Background: an optimization exercise with open tools, aiming at small area and a short achievable clock period. Do not read the settings as production practice. The RTL was checked by simulation tests, not by an equivalence proof against the original design. The flow treats the clock pin as an ideal source, which a real chip does not have.

==> wip/harbor: inputs <==
==> flow/design.v (excerpt) <==
module pipeline (
  input  logic        i_clk,
  input  logic        i_rst_n,
  input  logic [31:0] i_io_sw,
  input  logic [3:0]  i_io_btn,
  output logic [31:0] o_imem_addr,
  input  logic [31:0] i_imem_data,
  output logic [31:0] checker1, checker2, checker3, checker4, checker10,
  output logic [31:0] o_pc_debug,
  output logic        o_insn_vld,
  output logic [31:0] o_io_ledr,
  output logic [31:0] o_io_ledg,
  output logic [6:0]  o_io_hex0,
  output logic [6:0]  o_io_hex1,
  output logic [6:0]  o_io_hex2,
  output logic [6:0]  o_io_hex3,
  output logic [6:0]  o_io_hex4,
  output logic [6:0]  o_io_hex5,
  output logic [6:0]  o_io_hex6,
  output logic [6:0]  o_io_hex7,
  output logic [31:0] o_io_lcd
);
  logic [31:0] f_pc;
  logic        d_valid;
  logic [31:0] d_instr;
  logic        e_valid, e_wren, e_load, e_store, e_br, e_jal, e_jalr;
  logic [4:0]  e_rd;
  logic        e_f_m, e_f_w, e_f_r;          
  logic        e_a_m, e_a_w, e_a_r, e_a_pc;  
  logic        e_b_m, e_b_w, e_b_r;          
  logic        e_o_m, e_o_w, e_o_r, e_o_i;   
  logic        e_o_mn, e_o_wn;               
  logic        e_s_m, e_s_w, e_s_r, e_s_i;   
  logic        e_sub, e_sra, e_ltu;
  logic        e_r_add, e_r_lt, e_r_xor, e_r_or, e_r_and, e_r_sll, e_r_srl;
  logic        e_x_pass;                     
  logic        e_bc_eq, e_bc_ne, e_bc_lt, e_bc_ge, e_bu;
  logic        e_sz_b, e_sz_h, e_uns;
  logic [31:0] e_pc, e_rs1v, e_rs2v, e_imm;
  logic        m_valid, m_wren, m_load, m_store;
  logic [4:0]  m_rd;
  logic        m_sz_b, m_sz_h, m_uns;
  logic [31:0] m_res, m_st, m_pc;
  logic [31:0] m_oh;                        
  logic [2:0]  m_up;                        
  logic [3:0]  m_lo_oh;                     
  logic [3:0]  m_bank_be;                   
  logic [31:0] w_pc, w_res;
  logic        w_wren;
  logic [4:0]  w_rd;
  logic        ld_stall, redirect, taken;
  logic [31:0] f_pc_alt;
  assign o_imem_addr = f_pc;
  ...
clock: 12.0 ns
lec_check: 0
cap_margin: 10
core_margin: 2
core_utilization: 45
cts_cluster_diameter: 100
cts_cluster_size: 20
slew_margin: 10
synth_hierarchical: 1
standard.sh (not shown) runs the stock make flow with config.mk's settings and CLKGATE_MAP_FILE= SYNTH_SCRIPT=/design/flow/synth_recipe.tcl, a recipe that flattens the netlist after the stock synthesis.
==> flow/flow/run.sh <==
#!/bin/bash
# Layout flow: the standard ORFS flow (standard.sh: unchanged synthesis,
# same SDC with the 12 ns clock, I/O delays and loads), with changes only to
# how the layout is optimised:
#  - timing repair (floorplan, CTS and global-route steps) is given a setup
#    margin, so it keeps improving the worst paths well below the 12 ns clock;
#    TNS_END_PERCENT limits it to the worst endpoints;
#  - the buffer buffer_ports puts on every input and output port is a
#    sky130_fd_sc_hd__buf_1 rather than the default delay-cell buffer;
#  - after CTS, flow/post_cts.tcl upsizes the flip-flops that drive output
#    ports or start the worst paths and runs timing repair once more;
# ORFS writes each step's full log under orfs/logs/; make's own output goes
# to flow_make.log in this folder.
set -euo pipefail
export SETUP_SLACK_MARGIN=7.9
export TNS_END_PERCENT=30
export BUFFER_PORTS_ARGS="-buffer_cell sky130_fd_sc_hd__buf_1"
export POST_CTS_TCL="$PWD/flow/post_cts.tcl"
bash standard.sh > flow_make.log 2>&1
==> flow/flow/post_cts.tcl <==
# Post-CTS hook (sourced by ORFS's cts.tcl after its timing repair, before
# 4_1_cts.odb is written).  repair_timing leaves flip-flops at the drive
# strength synthesis gave them; upsize the ones that drive output ports
# (through the port buffers) and the ones that start the worst paths, then
# legalize and run timing repair once more.
proc upsize_ff { inst } {
  set ref [get_property $inst ref_name]
  if {[regexp {^(sky130_fd_sc_hd__(dfrtp|dfxtp))_[12]$} $ref -> base]} {
    replace_cell $inst ${base}_4
    return 1
  }
  return 0
}
set up 0
foreach buf [get_cells output*] {
  foreach pin [get_pins -of_objects [get_nets -of_objects [get_pins [get_full_name $buf]/A]]] {
    if {[get_property $pin direction] != "output"} { continue }
    incr up [upsize_ff [get_cells -of_objects $pin]]
  }
}
foreach path [find_timing_paths -path_delay max -group_path_count 400 -endpoint_path_count 1 -sort_by_slack] {
  set sp [get_property $path startpoint]
  if {[get_property $sp is_port]} { continue }
  incr up [upsize_ff [get_cells -of_objects $sp]]
}
puts "post_cts: upsized $up flip-flops"
detailed_placement
estimate_parasitics -placement
repair_timing_helper
detailed_placement
check_placement -verbose
estimate_parasitics -placement
report_worst_slack -max
==> wip/onyx (differences from wip/harbor) <==
--- a/flow/design.v
+++ b/flow/design.v
@@ -262,98 +262,69 @@
   assign o_io_hex0 = seg[0][6:0];
   assign o_io_hex1 = seg[1][6:0];
   assign o_io_hex2 = seg[2][6:0];
   assign o_io_hex3 = seg[3][6:0];
   assign o_io_hex4 = seg[4][6:0];
   assign o_io_hex5 = seg[5][6:0];
   assign o_io_hex6 = seg[6][6:0];
   assign o_io_hex7 = seg[7][6:0];
-  logic [31:0] w4;
-  wire  [31:0] w4_l, seg_l;
+  logic [31:0] w4, w4_rot, w4_l, seg_l;
+  logic [63:0] w4_rot2, seg_all, seg_rot;
+  logic [3:0]  below;            
+  logic [3:0]  keep;
   assign w4 = i_lsu_addr[11] ? (i_lsu_addr[4] ? {28'd0, i_io_btn} : i_io_sw) :
               (i_lsu_addr[5:4] == 2'd0) ? {red_leds[3], red_leds[2], red_leds[1], red_leds[0]} :
               (i_lsu_addr[5:4] == 2'd1) ? {green_leds[3], green_leds[2], green_leds[1], green_leds[0]} :
                                           {lcd_regs[3], lcd_regs[2], lcd_regs[1], lcd_regs[0]};
-  for (genvar k = 0; k < 4; k++) begin : g_w4l
-    logic [3:0] sel4;
-    for (genvar l = 0; l < 4; l++) begin : g_l
-      if (k + l < 4) begin : lo4
-        assign sel4[l] = i_lo_oh[l] && i_lsu_addr[3:2] == 2'd0;
-      end else begin : hi4
-        assign sel4[l] = i_lo_oh[l] && i_lsu_addr[3:2] == 2'd3;
-      end
-    end
-    assign w4_l[8*k +: 8] = ({8{sel4[0]}} & w4[8*((k + 0) % 4) +: 8]) | ({8{sel4[1]}} & w4[8*((k + 1) % 4) +: 8])
-                          | ({8{sel4[2]}} & w4[8*((k + 2) % 4) +: 8]) | ({8{sel4[3]}} & w4[8*((k + 3) % 4) +: 8]);
-  end
-  for (genvar k = 0; k < 4; k++) begin : g_segl
-    logic [7:0] segsel;          
-    for (genvar m = 0; m < 8; m++) begin : g_m
-      assign segsel[m] = i_lo_oh[m % 4] && (i_lsu_addr[2] == (m / 4));
-    end
-    logic [7:0] sb;
-    always_comb begin
-      sb = '0;
-      for (int m = 0; m < 8; m++) sb = sb | ({8{segsel[m]}} & seg[(m + k) % 8]);
-    end
-    assign seg_l[8*k +: 8] = sb;
-  end
+  assign w4_rot2 = {w4, w4} >> {lo, 3'b000};
+  assign w4_rot  = w4_rot2[31:0];
+  assign below   = (lo == 2'd0) ? 4'b1111 : (lo == 2'd1) ? 4'b0111 : (lo == 2'd2) ? 4'b0011 : 4'b0001;
+  assign keep    = (i_lsu_addr[3:2] == 2'd0) ? below : (i_lsu_addr[3:2] == 2'd3) ? ~below : 4'b0000;
+  assign w4_l    = w4_rot & {{8{keep[3]}}, {8{keep[2]}}, {8{keep[1]}}, {8{keep[0]}}};
+  assign seg_all = {seg[7], seg[6], seg[5], seg[4], seg[3], seg[2], seg[1], seg[0]};
+  assign seg_rot = ({seg_all, seg_all} >> {i_lsu_addr[2:0], 3'b000});
+  assign seg_l   = seg_rot[31:0];
   logic l_b, l_h, l_w, rd_seg, rd_w4;
   logic [3:0] lane_on;           
   assign l_b    = i_load && i_sz_b;
   assign l_h    = i_load && i_sz_h;
   assign l_w    = i_load && !i_sz_b && !i_sz_h;
   assign rd_seg = is_out && i_lsu_addr[5:4] == 2'd2;
   assign rd_w4  = (is_out && i_lsu_addr[5:4] != 2'd2) || is_in;
   assign lane_on = {l_w, l_w, i_load && !i_sz_b, i_load};
-  logic [3:0][3:0] dsel;         
-  logic [3:0]      ssel, wsel;   
-  logic [3:0]      s8_sel, s16_sel;
-  logic            nl, s8s, s8w, s16hs, s16hw;
-  for (genvar k = 0; k < 4; k++) begin : g_sel
-    for (genvar j = 0; j < 4; j++) begin : g_j
-      assign dsel[k][j] = lane_on[k] && is_dm && i_lo_oh[(j - k) & 3];
-    end
-    assign ssel[k] = lane_on[k] && rd_seg;
-    assign wsel[k] = lane_on[k] && rd_w4;
+  wire [7:0] lane [0:3];
+  for (genvar k = 0; k < 4; k++) begin : g_lane
+    logic [3:0] dsel;            
+    logic       ssel, wsel;
+    for (genvar j = 0; j < 4; j++) begin : g_sel
+      assign dsel[j] = lane_on[k] && is_dm && i_lo_oh[(j - k) & 3];
+    end
+    assign ssel    = lane_on[k] && rd_seg;
+    assign wsel    = lane_on[k] && rd_w4;
+    assign lane[k] = ({8{dsel[0]}} & bank_q[0]) | ({8{dsel[1]}} & bank_q[1])
+                   | ({8{dsel[2]}} & bank_q[2]) | ({8{dsel[3]}} & bank_q[3])
+                   | ({8{ssel}} & seg_l[8*k +: 8]) | ({8{wsel}} & w4_l[8*k +: 8]);
   end
+  logic       s8, s16, s8_io, s16_io;
+  logic [3:0] s8_sel, s16_sel;
   for (genvar j = 0; j < 4; j++) begin : g_ssel
     assign s8_sel[j]  = !i_unsigned && l_b && is_dm && i_lo_oh[j];
     assign s16_sel[j] = !i_unsigned && is_dm && ((l_b && i_lo_oh[j]) || (l_h && i_lo_oh[(j + 3) % 4]));
   end
-  assign nl    = !i_load;
-  assign s8s   = !i_unsigned && l_b && rd_seg;
-  assign s8w   = !i_unsigned && l_b && rd_w4;
-  assign s16hs = !i_unsigned && l_h && rd_seg;
-  assign s16hw = !i_unsigned && l_h && rd_w4;
-  for (genvar b = 0; b < 32; b++) begin : g_out
-    localparam int K = b / 8;
-    localparam int I = b % 8;
-    if (K == 0) begin : b0
-      ao9 u (.a({dsel[0][0], dsel[0][1], dsel[0][2], dsel[0][3], ssel[0], wsel[0], nl, 1'b0, 1'b0}),
-             .b({bank_q[0][I], bank_q[1][I], bank_q[2][I], bank_q[3][I], seg_l[b], w4_l[b],
-                 i_lsu_addr[b], 1'b0, 1'b0}),
-             .y(o_wb_data[b]));
-    end else if (K == 1) begin : b1
-      ao15 u (.a({dsel[1][0], dsel[1][1], dsel[1][2], dsel[1][3], ssel[1], wsel[1], nl,
-                  s8_sel[0], s8_sel[1], s8_sel[2], s8_sel[3], s8s, s8w, 1'b0, 1'b0}),
-              .b({bank_q[0][I], bank_q[1][I], bank_q[2][I], bank_q[3][I], seg_l[b], w4_l[b],
-                  i_lsu_addr[b], bank_q[0][7], bank_q[1][7], bank_q[2][7], bank_q[3][7],
-                  seg_l[7], w4_l[7], 1'b0, 1'b0}),
-              .y(o_wb_data[b]));
-    end else begin : b23
-      ao15 u (.a({dsel[K][0], dsel[K][1], dsel[K][2], dsel[K][3], ssel[K], wsel[K], nl,
-                  s16_sel[0], s16_sel[1], s16_sel[2], s16_sel[3], s8s, s8w, s16hs, s16hw}),
-              .b({bank_q[0][I], bank_q[1][I], bank_q[2][I], bank_q[3][I], seg_l[b], w4_l[b],
-                  i_lsu_addr[b], bank_q[0][7], bank_q[1][7], bank_q[2][7], bank_q[3][7],
-                  seg_l[7], w4_l[7], seg_l[15], w4_l[15]}),
-              .y(o_wb_data[b]));
-    end
-  end
+  assign s8_io  = !i_unsigned && l_b && ((rd_seg && seg_l[7]) || (rd_w4 && w4_l[7]));
+  assign s16_io = !i_unsigned && ((l_b && ((rd_seg && seg_l[7])  || (rd_w4 && w4_l[7])))
+                               || (l_h && ((rd_seg && seg_l[15]) || (rd_w4 && w4_l[15]))));
+  assign s8  = (s8_sel[0] && bank_q[0][7]) || (s8_sel[1] && bank_q[1][7])
+            || (s8_sel[2] && bank_q[2][7]) || (s8_sel[3] && bank_q[3][7]) || s8_io;
+  assign s16 = (s16_sel[0] && bank_q[0][7]) || (s16_sel[1] && bank_q[1][7])
+            || (s16_sel[2] && bank_q[2][7]) || (s16_sel[3] && bank_q[3][7]) || s16_io;
+  assign o_wb_data[7:0]   = lane[0] | ({8{!i_load}} & i_lsu_addr[7:0]);
+  assign o_wb_data[15:8]  = lane[1] | {8{s8}} | ({8{!i_load}} & i_lsu_addr[15:8]);
+  assign o_wb_data[31:16] = {lane[3], lane[2]} | {16{s16}} | ({16{!i_load}} & i_lsu_addr[31:16]);
 endmodule
 module dm_read (
   input  logic [31:0]  i_sel,
   input  logic [255:0] i_data,
   output logic [7:0]   o_data
 );
   for (genvar b = 0; b < 8; b++) begin : g_bit
     logic [10:0] t;
@@ -374,53 +345,16 @@
   end
 endmodule
 module aoi22n (
   input  logic a0, a1, b0, b1,
   output logic y
 );
   assign y = !((a0 & a1) | (b0 & b1));
 endmodule
-module ao9 (
-  input  logic [8:0] a,
-  input  logic [8:0] b,
-  output logic       y
-);
-  logic [2:0] t;
-  for (genvar g = 0; g < 3; g++) begin : g_t
-    aoi222 u (.a0(a[3*g]), .a1(b[3*g]), .b0(a[3*g+1]), .b1(b[3*g+1]), .c0(a[3*g+2]), .c1(b[3*g+2]), .y(t[g]));
-  end
-  nand3m n (.a(t[0]), .b(t[1]), .c(t[2]), .y(y));
-endmodule
-module ao15 (
-  input  logic [14:0] a,
-  input  logic [14:0] b,
-  output logic        y
-);
-  logic [4:0] t;
-  logic [1:0] u;
-  for (genvar g = 0; g < 5; g++) begin : g_t
-    aoi222 v (.a0(a[3*g]), .a1(b[3*g]), .b0(a[3*g+1]), .b1(b[3*g+1]), .c0(a[3*g+2]), .c1(b[3*g+2]), .y(t[g]));
-  end
-  nand3m n0 (.a(t[0]), .b(t[1]), .c(t[2]), .y(u[0]));
-  nand2m n1 (.a(t[3]), .b(t[4]), .y(u[1]));
-  or2m   o  (.a(u[0]), .b(u[1]), .y(y));
-endmodule
-module nand2m (
-  input  logic a, b,
-  output logic y
-);
-  assign y = !(a & b);
-endmodule
-module or2m (
-  input  logic a, b,
-  output logic y
-);
-  assign y = a | b;
-endmodule
 module pipeline (
   input  logic        i_clk,
   input  logic        i_rst_n,
   input  logic [31:0] i_io_sw,
   input  logic [3:0]  i_io_btn,
   output logic [31:0] o_imem_addr,
   input  logic [31:0] i_imem_data,
   output logic [31:0] checker1, checker2, checker3, checker4, checker10,
==> summary of the runs <==
In wip/onyx the synthesized cell count is larger than in wip/harbor, by 0.27%. Against wip/harbor, the maximum frequency of wip/onyx is lower by about 0.4%. Against wip/harbor, the non-clock buffer count of wip/onyx is higher by 11. Area after synthesis: wip/onyx is higher than wip/harbor (about 0.4%). In sequential cell count, wip/onyx and wip/harbor do not differ. wip/onyx completed without violations. wip/harbor finished with timing, DRC and antenna clean. Wire length: wip/harbor is higher than wip/onyx (about 0.7%). Of wip/harbor and wip/onyx, wip/harbor has the higher global-route usage (gap 0.31 points). Between wip/harbor and wip/onyx, the lower via count is in wip/onyx (gap 0.82%, measured against wip/onyx).

-- afterwards: timing with drivers on the ports --
How much do the figures lean on ideal ports? The routed layouts below were timed once more, with nothing changed but the port constraints.
Step 1, drivers: a clkbuf_16 drives i_clk and a buf_2 each remaining input, both assumed.
Step 2 moves the port delays by t, midway between the first and last clock arrival at a register: inputs arrive t later, outputs are due t later. That takes back most of the time a late clock gives input paths.
Slacks: ideal ports / drivers / drivers and shift; pairs: ideal ports / drivers.
| run | t (ns) | setup slack, ns | latest minus earliest clock arrival (ns) | worst data-port slew with drivers (ns) | pins driven straight from the clock port |
|---|---|---|---|---|---|
| wip/harbor | 0.958 | 7.713 / 7.684 / 6.904 | 0.063 / 0.063 | 0.14 | 1 |
| wip/onyx | 0.960 | 7.696 / 7.634 / 6.859 | 0.064 / 0.063 | 0.19 | 1 |
After both steps every run listed still meets setup and hold. For wip/onyx, which loses most, drivers alone change the setup slack by -0.062 ns; drivers and shift together by -0.837 ns.
